From an optimization exercise on the open Yosys and OpenROAD flow, aimed at small area; shortcuts taken in it are not production practice.
Function was checked by simulation only, so behaviour that the tests miss may differ from the original.

$ cat flow/config.mk
export PLATFORM = sky130hd
export DESIGN_NAME = sobel_processor
export DESIGN_NICKNAME = sobel_processor
export VERILOG_FILES = /design/flow/design.v
export SDC_FILE = /design/flow/constraint.sdc
export NUM_CORES = 4
export LEC_CHECK = 0
export CAP_MARGIN = 20
export CORE_MARGIN = 2
export CORE_UTILIZATION = 60
export CTS_BUF_LIST = sky130_fd_sc_hd__clkbuf_16
export CTS_CLUSTER_DIAMETER = 100
export CTS_CLUSTER_SIZE = 30
export PLACE_DENSITY = 0.75
export SLEW_MARGIN = 20
$ cat flow/constraint.sdc
create_clock -name core_clock -period 13.0 [get_ports {clk}]
set_input_delay 2.6000 -clock core_clock [delete_from_list [all_inputs] [get_ports {clk}]]
set_output_delay 2.6000 -clock core_clock [all_outputs]
set_load 0.01 [all_outputs]
$ cat flow/design.v
module sobel_processor #(
    parameter IMG_WIDTH = 64,
    parameter IMG_HEIGHT = 480,
    parameter PIXEL_WIDTH = 8,
    parameter USE_BILATERAL = 1
)(
    input  wire clk,
    input  wire rst_n,
    input  wire href,
    input  wire vsync,
    input  wire [15:0] pixel_in,
    input  wire sobel_enable,
    input  wire [7:0] edge_threshold,
    input  wire [1:0] threshold_mode,
    output wire pixel_valid,
    output wire [15:0] pixel_out,
    output wire binary_pixel,
    output wire binary_valid,
    output wire strong_edge,
    output wire weak_edge
);
    wire [17:0] red   = {pixel_in[15:11], pixel_in[15:13]};
    wire [17:0] green = {pixel_in[10:5],  pixel_in[10:9]};
    wire [17:0] blue  = {pixel_in[4:0],   pixel_in[4:2]};
    wire [17:0] wsum  = (red << 6) + (red << 3) + (red << 2) + red
                      + (green << 7) + (green << 4) + (green << 3) - green
                      + (blue << 5) - (blue << 2);
    wire [7:0] gray  = wsum[15:8];
    localparam NB = 129;
    localparam NC = 61;
    reg [23:0]     la;
    reg [8*NB-1:0] lb;
    reg [8*NC-1:0] lc;
    reg [5:0] cl;
    reg [2:0] rc;
    reg       a1;
    always @(posedge clk or negedge rst_n) begin
        if (!rst_n) begin
            cl <= 6'd63;
            rc <= 3'd7;
            a1 <= 1'b0;
        end else begin
            a1 <= href;
            if (href) begin
                cl <= cl + 1'b1;
                if (cl == 6'd63 && rc != 3'd3)
                    rc <= rc + 1'b1;
            end
        end
    end
    wire en_b = (cl != 6'd1);
    wire en_c = (cl == 6'd63) || (cl == 6'd0) || (cl > 6'd4);
    always @(posedge clk) begin
        if (href) begin
            la <= {la[15:0], gray};
            if (en_b) begin
                lb <= {lb[8*NB-9:0], la[23:16]};
                if (en_c)
                    lc <= {lc[8*NC-9:0], lb[8*NB-1 -: 8]};
            end
        end
    end
    wire [7:0] a_ [0:2];
    wire [7:0] b_ [0:NB-1];
    wire [7:0] c_ [0:NC-1];
    genvar gj;
    generate
        for (gj = 0; gj < 3; gj = gj + 1) begin : g_ta
            assign a_[gj] = la[8*gj+7 -: 8];
        end
        for (gj = 0; gj < NB; gj = gj + 1) begin : g_tb
            assign b_[gj] = lb[8*gj+7 -: 8];
        end
        for (gj = 0; gj < NC; gj = gj + 1) begin : g_tc
            assign c_[gj] = lc[8*gj+7 -: 8];
        end
    endgenerate
    wire va = a1 && (rc == 3'd3) && (cl >= 6'd2);
    wire c2 = (cl == 6'd2);
    wire c3 = (cl == 6'd3);
    wire c4 = (cl == 6'd4);
    wire c5 = (cl == 6'd5);
    wire [7:0] p8 = a_[0];
    wire [7:0] p7 = a_[1];
    wire [7:0] p6 = a_[2];
    wire [7:0] p5 = b_[125];
    wire [7:0] p3 = c2 ? b_[63]  : c3 ? b_[126] : b_[127];
    wire [7:0] p2 = c2 ? b_[126] : (c3 | c4) ? c_[59] : c_[58];
    wire [7:0] p1 = (c2 | c3) ? b_[127] : c_[59];
    wire [7:0] p0 = c2 ? b_[127] : (c3 | c4) ? b_[128] : c5 ? c_[59] : c_[60];
    wire signed [9:0] x0 = {1'b0, p5} - {1'b0, p3};
    wire signed [9:0] x1 = {1'b0, p7} - {1'b0, p1};
    wire signed [9:0] x2 = {1'b0, p8} - {1'b0, p0};
    wire signed [9:0] x3 = {1'b0, p2} - {1'b0, p6};
    wire signed [10:0] sc = x2 + x0 + x1;
    wire signed [10:0] tc = x3 + x0 - x1;
    reg signed [10:0] sa, ta, sb, tb;
    always @(posedge clk) begin
        sa <= sc;
        ta <= tc;
        sb <= sa;
        tb <= ta;
    end
    wire [9:0] s_abs = sa[10] ? -sa : sa;
    wire [9:0] t_abs = ta[10] ? -ta : ta;
    wire [9:0] mx    = (s_abs > t_abs) ? s_abs : t_abs;
    wire [7:0] mag   = (mx[9:8] != 2'b00) ? 8'd255 : mx[7:0];
    wire signed [12:0] sb2 = {sb[10], sb, 1'b0};
    wire signed [12:0] tb2 = {tb[10], tb, 1'b0};
    wire signed [12:0] ux = sa - sb2;
    wire signed [12:0] uy = ta - tb2;
    wire [11:0] bxe = {sa[10], sa};
    wire [11:0] bye = {ta[10], ta};
    wire [13:0] mxe = {ux[12], ux};
    wire [13:0] mye = {uy[12], uy};
    reg  [13:0] rx [0:5];
    reg  [13:0] ry [0:5];
    reg  [11:0] nvx, nvy;
    reg  [2:0]  bg;
    reg  [13:0] bpp;
    integer bi;
    always @(*) begin
        nvx = 12'd0;
        nvy = 12'd0;
        for (bi = 0; bi < 6; bi = bi + 1) begin
            bg = {bxe[2*bi+1], bxe[2*bi], (bi == 0) ? 1'b0 : bxe[2*bi-1]};
            case (bg)
                3'b001, 3'b010: bpp = mxe;
                3'b011:         bpp = {mxe[12:0], 1'b0};
                3'b100:         bpp = ~{mxe[12:0], 1'b0};
                3'b101, 3'b110: bpp = ~mxe;
                default:        bpp = 14'd0;
            endcase
            nvx[2*bi] = bg[2] & ~(bg[1] & bg[0]);
            rx[bi] = {~bpp[13], bpp[12:0]};
            bg = {bye[2*bi+1], bye[2*bi], (bi == 0) ? 1'b0 : bye[2*bi-1]};
            case (bg)
                3'b001, 3'b010: bpp = mye;
                3'b011:         bpp = {mye[12:0], 1'b0};
                3'b100:         bpp = ~{mye[12:0], 1'b0};
                3'b101, 3'b110: bpp = ~mye;
                default:        bpp = 14'd0;
            endcase
            nvy[2*bi] = bg[2] & ~(bg[1] & bg[0]);
            ry[bi] = {~bpp[13], bpp[12:0]};
        end
    end
    localparam [22:0] SEXT = 23'b10101011 << 14;
    wire [22:0] qs = SEXT + {11'd0, nvx} + {11'd0, nvy}
                   + {9'd0, rx[0]}        + {9'd0, ry[0]}
                   + {7'd0, rx[1], 2'd0}  + {7'd0, ry[1], 2'd0}
                   + {5'd0, rx[2], 4'd0}  + {5'd0, ry[2], 4'd0}
                   + {3'd0, rx[3], 6'd0}  + {3'd0, ry[3], 6'd0}
                   + {1'd0, rx[4], 8'd0}  + {1'd0, ry[4], 8'd0}
                   + {rx[5][12:0], 10'd0} + {ry[5][12:0], 10'd0};
    wire cons = qs[22];
    reg vb, v3, v4, v5, v6, ev, evd;
    always @(posedge clk or negedge rst_n) begin
        if (!rst_n) begin
            vb <= 1'b0; v3 <= 1'b0; v4 <= 1'b0; v5 <= 1'b0; v6 <= 1'b0;
            ev <= 1'b0; evd <= 1'b0;
        end else begin
            vb <= va; v3 <= vb; v4 <= v3; v5 <= v4; v6 <= v5;
            ev <= v6; evd <= ev;
        end
    end
    reg [7:0] m3, m4, m5, m6, emd;
    reg f5, f6, f7, f8;
    always @(posedge clk) begin
        m3 <= mag;
        m4 <= m3; m5 <= m4; m6 <= m5;
        f5 <= cons && (m4 > 8'd65);
        f6 <= f5; f7 <= f6; f8 <= f7;
    end
    reg [7:0] em;
    always @(posedge clk or negedge rst_n) begin
        if (!rst_n)
            em <= 8'd0;
        else
            em <= v6 ? m6 : 8'd0;
    end
    always @(posedge clk)
        emd <= em;
    wire [7:0] fm = f8 ? emd : 8'd0;
    reg [15:0] msum_acc;
    reg [7:0]  pcount;
    reg [7:0]  local_mean;
    always @(posedge clk or negedge rst_n) begin
        if (!rst_n) begin
            msum_acc   <= 16'd0;
            pcount     <= 8'd0;
            local_mean <= 8'd100;
        end else if (evd) begin
            if (pcount == 8'd255) begin
                msum_acc   <= fm;
                pcount     <= 8'd1;
                local_mean <= msum_acc[15:8];
            end else begin
                msum_acc <= msum_acc + fm;
                pcount   <= pcount + 1'b1;
            end
        end
    end
    wire [7:0] adaptive_threshold = local_mean + 8'd20;
    wire is_strong = (fm >= 8'd95);
    wire is_weak   = (fm >= 8'd55) && (fm < 8'd95);
    reg  bres;
    always @(*) begin
        case (threshold_mode)
            2'b01:   bres = (fm > adaptive_threshold);
            2'b10:   bres = (fm >= 8'd55);
            default: bres = (fm > edge_threshold);
        endcase
    end
    reg bp_raw, bv_raw, se_r, we_r;
    always @(posedge clk or negedge rst_n) begin
        if (!rst_n) begin
            bp_raw <= 1'b0; bv_raw <= 1'b0; se_r <= 1'b0; we_r <= 1'b0;
        end else begin
            bv_raw <= evd;
            if (evd) begin
                bp_raw <= bres;
                se_r   <= is_strong;
                we_r   <= is_weak;
            end
        end
    end
    assign strong_edge = se_r;
    assign weak_edge   = we_r;
    reg [2:0] row_cur;
    reg prev_prev_out, nr_out, nr_valid;
    wire keep = row_cur[1] && (row_cur[0] | row_cur[2] | nr_out | prev_prev_out);
    always @(posedge clk or negedge rst_n) begin
        if (!rst_n) begin
            row_cur <= 3'b0; prev_prev_out <= 1'b0; nr_out <= 1'b0; nr_valid <= 1'b0;
        end else if (bv_raw) begin
            row_cur       <= {row_cur[1:0], bp_raw};
            prev_prev_out <= nr_out;
            nr_out        <= keep;
            nr_valid      <= 1'b1;
        end
    end
    assign binary_pixel = nr_out;
    assign binary_valid = nr_valid;
    assign pixel_valid = sobel_enable ? ev : href;
    assign pixel_out   = sobel_enable ? {em[7:3], em[7:2], em[7:3]} : pixel_in;
endmodule
$ cat flow/run.sh
#!/bin/bash
# synth_recipe.tcl (not shown) runs the flow's synth.tcl, then flattens the netlist and writes it again
# the make line also repeats each setting of config.mk as NAME=value (left out here)
make -C /OpenROAD-flow-scripts/flow DESIGN_CONFIG=/design/flow/config.mk WORK_HOME=/design/flow/orfs CLKGATE_MAP_FILE= SYNTH_SCRIPT=/design/flow/synth_recipe.tcl finish
==> reports/qor.yml, run 1 <==
logic_synthesis:
  synthMostInstantiatedCell: "edfxtp_1"
  yosys.area.top_type_share: 0.693
  synth_area_um2: 66900
  synthTopCellsByArea: "edfxtp_1 (69%), fa_1 (6.1%), ha_1 (4.4%), dfxtp_1 (2.6%), dfrtp_1 (2.1%)"
  seq_area_frac_synth: 0.744
  syn_area_per_cell_um2: 17.4
  ys_seq_elements: 1699
  synth_cell_types: 89
  syn_nets: 4323
  synth_warnings: 3
  synth_area_leader_cell: "edfxtp_1"
  synth_cells: 3853
  synthArstFlopShare: 0.0394
  yosys-top-cells-count: "edfxtp_1 (1544), inv_1 (337), ha_1 (234)"
  ys.flop_type: "edfxtp_1"
  synth-edff-count: 1544
sta:
  fin_hold_ws_ns: 0.335
  timing.final.crit_share: 0.705
  fin_ws_ns: 3.83
  relSlewSlack: 0.244
  setup_viol: 0
  finClkSkew_ns: 0.0412
  fmax_mhz: 109
  grt_setup_unrepaired: "false"
  hold_viol: 0
  tns_ns: 0
  period_minus_slack_ns: 9.17
  slew_violations: 0
  tightest_slew_ns: 1.13
clock_network:
  cts_max_path_buffers: 3
  path_clk_slew_ns: 0.11
  cts-buffers-inserted: 70
  root_buffer: "clkbuf_16"
  cts_tree: "built"
  clkLatencyLatePin_ns: 0.70
  ctsHoldBuffers: 0
  clock-sinks: 1699
  cts_setup_buffers: 0
  h-tree-depth: 3
  cts_resized: 0
floorplan:
  fp-row-count: 122
  fp.dieArea_um2: 114000
  io_pins: 52
  start_util: 0.605
  core_area_um2: 111000
  die_y_um: 338
  die_w_um: 338
placed_design:
  placed_cell_area_um2: 69200
  place.gp.congestion: 0.916
  portBuffers: 50
  dp_hpwl_um: 66600
  pre_cts_slack_ns: 3.94
setup_path:
  crit_required_ns: 13.62
  arrival_ns: 9.78
  end_kind: "flip-flop"
  worstReg2RegStart: "sa[1]"
  rrSetupSlack_ns: 3.83
  crit_path_start_kind: "flip-flop"
  critPathMaxFanout: 12
  r2r_cells: 27
  criticalPathCategory: "flip-flop to flip-flop"
  r2r_end: "f5"
job:
  maxCapViolCount: 0
detailed_routing:
  drt.antenna.violating_nets: 0
  route.detailed.drc: 0
  post_drt_wl_per_cell_um: 19.4
  vias: 29700
  drt-initial-drc-count: 2628
  wl_um: 105000
  viasPerCell: 5.48
  drt-pass1-iter-count: 6
global_routing:
  grt_use_total: 0.189
  use_met2: 0.282
  grt_pass1_vias: 28900
  grt_max_degree: 231
  antenna_found_initial: 0
  met1_usage: 0.297
  use_met3: 0.0243
  grt_first_pass_wirelength_um: 165000
  top_usage_layer: "met1"
  gr-total-overflow: 0
min_path:
  worst_hold_path.num_cells: 0
  hold_path_end: "m5[0]"
  hold_path_class: "flip-flop to flip-flop"
  hp-start: "m4[0]"
finish:
  num_antenna_cells: 0
  fin_area_um2: 71400
  syn_to_final_growth_pct: 6.62
  drive_gt1_frac: 0.0529
  nNetsFinal: 4384
outcome:
  status: "finished clean"
==> critical path, cell delays in order (launching register included) <==
cell and delay [ns]:
dfxtp_1 0.57, inv_1 0.39, ha_1 0.26, inv_1 0.06, fa_1 0.44, a21o_1 0.22, a21oi_2 0.20, o21bai_1 0.15
a2111oi_4 0.42, nor2_1 0.13, xnor2_2 0.78, mux2i_1 0.27, a21oi_1 0.11, fa_1 0.57, fa_1 0.53, fa_1 0.52
fa_1 0.53, fa_1 0.50, ha_1 0.31, ha_1 0.31, nand4_1 0.09, nor4_1 0.06, a211oi_1 0.42, o22ai_1 0.22
a211o_1 0.32, xnor2_1 0.15, xnor2_1 0.32, mux2i_1 0.21
==> worst max path at each step <==
stage          cells past startpoint    end  slack, ns   from
6_report                          27     f5       3.83  sa[1]
5_1_grt                           27     f5       3.50  sa[1]
4_1_cts                           27     f5       3.85  sa[1]
3_5_place_dp                      27     f5       3.94  sa[1]
3_3_place_gp                      27     f5       3.98  sa[1]
2_1_floorplan                      3  lc[0]     -44.26   href
==> sequential cells by signal (all words and copies together) (netlist names), 3 cells and up <==
register	flops
cl	6
em	8
emd	8
la	24
lb	1032
lc	488
local_mean	8
m3	8
m4	8
m5	8
m6	8
msum_acc	16
pcount	8
rc	3
row_cur	3
sa	11
sb	11
ta	11
tb	11
==> layout make-up <==
type                       instances  area (um^2)
sequential                      1699        49800
clock inverter                    20          344
fill                            7510        39300
tap                             1488         1860
inverter                         339         1270
clock buffer                      70         1750
multi-input combinational       1712        15400
timing repair buffer              92          885
==> placed cells by master, fill, tap and decap left out, types with 8 or more instances in the layout <==
cell type,instances
mux2i_1,66
ha_1,234
edfxtp_1,1544
a21boi_0,8
dfstp_2,12
nor3_1,22
inv_1,341
and3_1,8
buf_4,36
nand3_1,24
dfrtp_1,55
a21o_1,47
and2_1,19
o21ai_1,8
mux2_2,18
a21oi_1,118
a221oi_1,35
o31ai_1,10
dfxtp_1,87
nand4_1,12
o221ai_1,28
o21bai_1,8
nor2b_1,28
xor2_1,84
xnor2_1,120
o21ai_0,118
a211oi_1,13
clkbuf_16,70
o21a_1,9
nand2_1,171
nor2_1,142
fa_1,205
nand2b_1,35
clkdlybuf4s50_1,49
==> layer usage <==
metal | up-vias | routed length [um]
met4 | 0 | 2950
li1 | 14000 | -
met1 | 15000 | 50900
met3 | 149 | 4290
met5 | - | 0
met2 | 529 | 47100
==> cell families (layout without fill, tap and decap cells) <==
kind of cell,after synthesis,after routing,share of synthesized area
multiplexers,84,84,0.0129
AND/OR/NAND/NOR,493,493,0.0343
flip-flops,1699,1699,0.744
buffers and inverters,442,521,0.0260
adder cells (fa/ha/maj),439,439,0.105
XOR/XNOR,214,214,0.0288
AO/OA/AOI/OAI,482,482,0.0486
==> per-stage QoR <==
stage                      util  instances
after floorplan               -       3853
after global placement    0.626       5329
after detailed placement  0.626       5329
after CTS                 0.644       5419
after global routing      0.645       5420
final                     0.645       5420
==> inputs of run 2 (changes only) <==
--- a/flow/design.v
+++ b/flow/design.v
@@ -101,8 +101,8 @@
         sb <= sa;
         tb <= ta;
     end
-    wire [9:0] s_abs = sa[10] ? -sa : sa;
-    wire [9:0] t_abs = ta[10] ? -ta : ta;
+    wire [9:0] s_abs = sb[10] ? -sb : sb;
+    wire [9:0] t_abs = tb[10] ? -tb : tb;
     wire [9:0] mx    = (s_abs > t_abs) ? s_abs : t_abs;
     wire [7:0] mag   = (mx[9:8] != 2'b00) ? 8'd255 : mx[7:0];
     wire signed [12:0] sb2 = {sb[10], sb, 1'b0};
@@ -164,11 +164,11 @@
             ev <= v6; evd <= ev;
         end
     end
-    reg [7:0] m3, m4, m5, m6, emd;
+    reg [7:0] m4, m5, m6, emd;
     reg f5, f6, f7, f8;
     always @(posedge clk) begin
-        m3 <= mag;
-        m4 <= m3; m5 <= m4; m6 <= m5;
+        m4 <= mag;
+        m5 <= m4; m6 <= m5;
         f5 <= cons && (m4 > 8'd65);
         f6 <= f5; f7 <= f6; f8 <= f7;
     end
==> flow/flow/run.sh (new file) <==
#!/bin/bash
set -e
export BUFFER_PORTS_ARGS="-buffer_cell sky130_fd_sc_hd__buf_1"
bash standard.sh > standard.log 2>&1
==> flow/standard.sh (new file) <==
#!/bin/bash
# synth_recipe.tcl (not shown) runs the flow's synth.tcl, then flattens the netlist and writes it again
# the make line also repeats each setting of config.mk as NAME=value (left out here)
make -C /OpenROAD-flow-scripts/flow DESIGN_CONFIG=/design/flow/config.mk WORK_HOME=/design/flow/orfs CLKGATE_MAP_FILE= SYNTH_SCRIPT=/design/flow/synth_recipe.tcl "${@:-finish}"
removed: flow/run.sh
==> run 2 against run 1 <==
Net effect: cell count is 0.81% lower; critical path type unchanged; register-to-register slack worse by 0.09 ns; final area is 1.3% lower; still clean; sequential share of layout area is 0.71 points higher; critical path depth is 1 lower; worst setup slack worse by 0.087 ns; largest cell class unchanged; critical endpoint unchanged.
==> reports/qor.yml, run 2 <==
outcome:
  status: "finished clean"
setup_path:
  critPathTopFamily: "adder cells"
  r2r_cells: 26  # -3.7%
  cp_slowest_stage_delay_ns: 0.83  # +0.05 ns
  critPathMaxFanout: 16  # +4
  crit_top_cell: "fa_1"
  crit_path_start_kind: "flip-flop"
  worstReg2RegStart: "ta[1]"
  end_kind: "flip-flop"
  rrSetupSlack_ns: 3.75  # -0.09 ns
  arrival_ns: 9.85  # +0.07 ns
  slowest_stage: "xor2_2"
  cp.depth: 26  # -3.7%
  cp.buffers_inverters: 2  # unchanged
  r2r_end: "f5"
  crit_required_ns: 13.60  # -0.02 ns
  criticalPathCategory: "flip-flop to flip-flop"
global_routing:
  grt_pass1_vias: 29100  # +0.66%
  antenna_found_initial: 3  # +3
  gr-total-overflow: 0  # unchanged
  grt_use_total: 0.197  # +0.00738
  grt_max_degree: 219  # -5.2%
  grt_first_pass_wirelength_um: 168000  # +2.2%
sta:
  period_minus_slack_ns: 9.25  # +0.0867 ns
  fmax_mhz: 108  # -0.94%
  tightest_slew_ns: 1.17  # +0.0408 ns
  timing.final.crit_share: 0.712  # +0.00667
  fin_ws_ns: 3.75  # -0.0867 ns
  slew_violations: 0  # unchanged
  hold_viol: 0  # unchanged
  setup_viol: 0  # unchanged
  fin_hold_ws_ns: 0.335  # +0.000619 ns
  tns_ns: 0  # unchanged
  relSlewSlack: 0.220  # -0.0246
  finClkSkew_ns: 0.0409  # -0.000305 ns
  grt_setup_unrepaired: "false"
clock_network:
  h-tree-depth: 3  # unchanged
  clkLatencyLatePin_ns: 0.67  # -0.03 ns
  clock-sinks: 1691  # -0.47%
  ctsHoldBuffers: 0  # unchanged
  cts_max_path_buffers: 3  # unchanged
  path_clk_slew_ns: 0.11  # about the same
  cts_resized: 0  # unchanged
  root_buffer: "clkbuf_16"
  cts-buffers-inserted: 69  # -1.4%
  cts_tree: "built"
  cts_setup_buffers: 0  # unchanged
min_path:
  hp-start: "m5[7]"
  hold_path_end: "m6[7]"
  worst_hold_path.num_cells: 0  # unchanged
  hold_path_class: "flip-flop to flip-flop"
detailed_routing:
  drt-pass1-iter-count: 5  # -1
  route.detailed.drc: 0  # unchanged
  vias: 29700  # +0.12%
  wl_um: 108000  # +3.0%
  drt-initial-drc-count: 2880  # +9.6%
  post_drt_wl_per_cell_um: 20.2  # +3.9%
  viasPerCell: 5.53  # +0.94%
  drt.antenna.violating_nets: 0  # unchanged
finish:
  layout_common_cells: "edfxtp_1 (1544), inv_1 (342), ha_1 (232)"
  n_fill_cell: 7321  # -2.5%
  syn_to_final_growth_pct: 6.26
  drive_gt1_frac: 0.0487  # -0.00418
  nNetsFinal: 4338  # -1.0%
  num_antenna_cells: 0  # unchanged
  fin_area_um2: 70400  # -1.3%
  stdcell_count: 5376  # -0.81%
  top_register: "lb"
  final_common_cell: "edfxtp_1"
  reg_top3: "lb x1032, lc x488, la x24"
  ff_latch_area_um2: 49700  # -0.32%
  utilization: 0.645  # about the same
  largest_reg_flops: 1032  # unchanged
  multi_input_area_um2: 15100  # -2.4%
floorplan:
  core_area_um2: 109000  # -1.4%
  die_y_um: 336  # -0.50%
  fp-row-count: 121  # -0.82%
  io_pins: 52  # unchanged
  die_w_um: 336  # -0.50%
  fp.dieArea_um2: 113000  # -0.99%
  start_util: 0.607  # +0.00224
logic_synthesis:
  syn_nets: 4289  # -0.79%
  synth_area_um2: 66300  # -1.0%
  yosys.area.top_type_share: 0.700  # +0.00701
  ys.flop_type: "edfxtp_1"
  synthArstFlopShare: 0.0396  # +0.000187
  yosys-top-cells-count: "edfxtp_1 (1544), inv_1 (325), ha_1 (232)"
  syn_area_per_cell_um2: 17.3  # -0.17%
  synth_cells: 3821  # -0.83%
  seq_area_frac_synth: 0.749  # +0.00512
  synth-edff-count: 1544  # unchanged
  synth_area_leader_cell: "edfxtp_1"
  synthMostInstantiatedCell: "edfxtp_1"
  synth_warnings: 3  # unchanged
  synth_cell_types: 63  # -29%
  ys_seq_elements: 1691  # -0.47%
  synthTopCellsByArea: "edfxtp_1 (70%), fa_1 (6.2%), ha_1 (4.4%), dfxtp_1 (2.4%), dfrtp_1 (2.1%)"
placed_design:
  place.gp.congestion: 0.892  # -2.7%
  dp_cells: 5273  # -1.1%
  pre_cts_slack_ns: 3.83  # -0.108 ns
  dp_hpwl_um: 66900  # +0.58%
  portBuffers: 50  # unchanged
  placed_cell_area_um2: 68300  # -1.4%
job:
  maxCapViolCount: 0  # unchanged
run 2: cell count changes in the layout (fill, tap and decap cells not counted), moves of 9 or more:
cell,delta
clkdlybuf4s50_1,-49
buf_1,+47
mux2i_1,-23
a21oi_1,+19
nor2_1,+18
a21o_1,-15
xor2_1,+13
a221o_1,+12
mux2_2,+12
xnor2_1,-12
buf_4,-9
run 2: how the worst max path moves through the flow:
stage                from     to  slack [ns]
floorplan            href  lc[0]      -44.26
global placement    ta[1]     f5        3.87
detailed placement  ta[1]     f5        3.83
CTS                 ta[1]     f5        3.76
global route        ta[1]     f5        3.41
finish              ta[1]     f5        3.75
run 2: layout make-up:
class | count | share of cell area
sequential | 1691 | 0.705
clock buffer | 71 | 0.0252
multi-input combinational | 1695 | 0.214
tap | 1476 | 0.0262
clock inverter | 30 | 0.00414
inverter | 327 | 0.0174
timing repair buffer | 86 | 0.00777
run 2: logic make-up (layout without fill, tap and decap cells):
kind of cell               count (synthesis)  after routing  share of synthesized area
adders and majority gates                437            437                      0.106
xor gates and xnor gates                 216            216                     0.0287
DFF                                     1691           1691                      0.749
buffers and inverters                    435            514                     0.0249
and+or+nand+nor                          497            497                     0.0337
AOI/OAI and AO/OA                        472            472                     0.0459
muxes                                     73             73                     0.0116
run 2: layer usage:
layer | track usage | vias up | wire (um)
met2 | 0.304 | 667 | 50300
met1 | 0.296 | 15000 | 50400
met5 | 0 | - | 0
met4 | 0.0551 | 0 | 2790
li1 | - | 13900 | -
met3 | 0.0292 | 131 | 4950

-- re-timing with driven ports --
No port has a modelled driver above. Below, the same layouts with a new extraction and two added sets of constraints.
Step 1 assumes that a clkbuf_16 drives the clock port and a buf_2 every other input.
Step 2 moves the port delays by t, midway between the first and last clock arrival at a register: inputs arrive t later, outputs are due t later. That takes back most of the time a late clock gives input paths.
a / b / c = no drivers / after step 1 / after step 2; a / b = the first two.
| run | shift t [ns] | slack for setup (ns) | worst data-port slew with drivers (ns) | pins driven straight from the clock port |
|---|---|---|---|---|
| run 1 | 0.748 | 3.835 / 3.835 / 3.835 | 0.04 | 1 |
| run 2 | 0.728 | 3.748 / 3.748 / 3.748 | 0.05 | 1 |
After both steps every run listed still meets setup and hold.
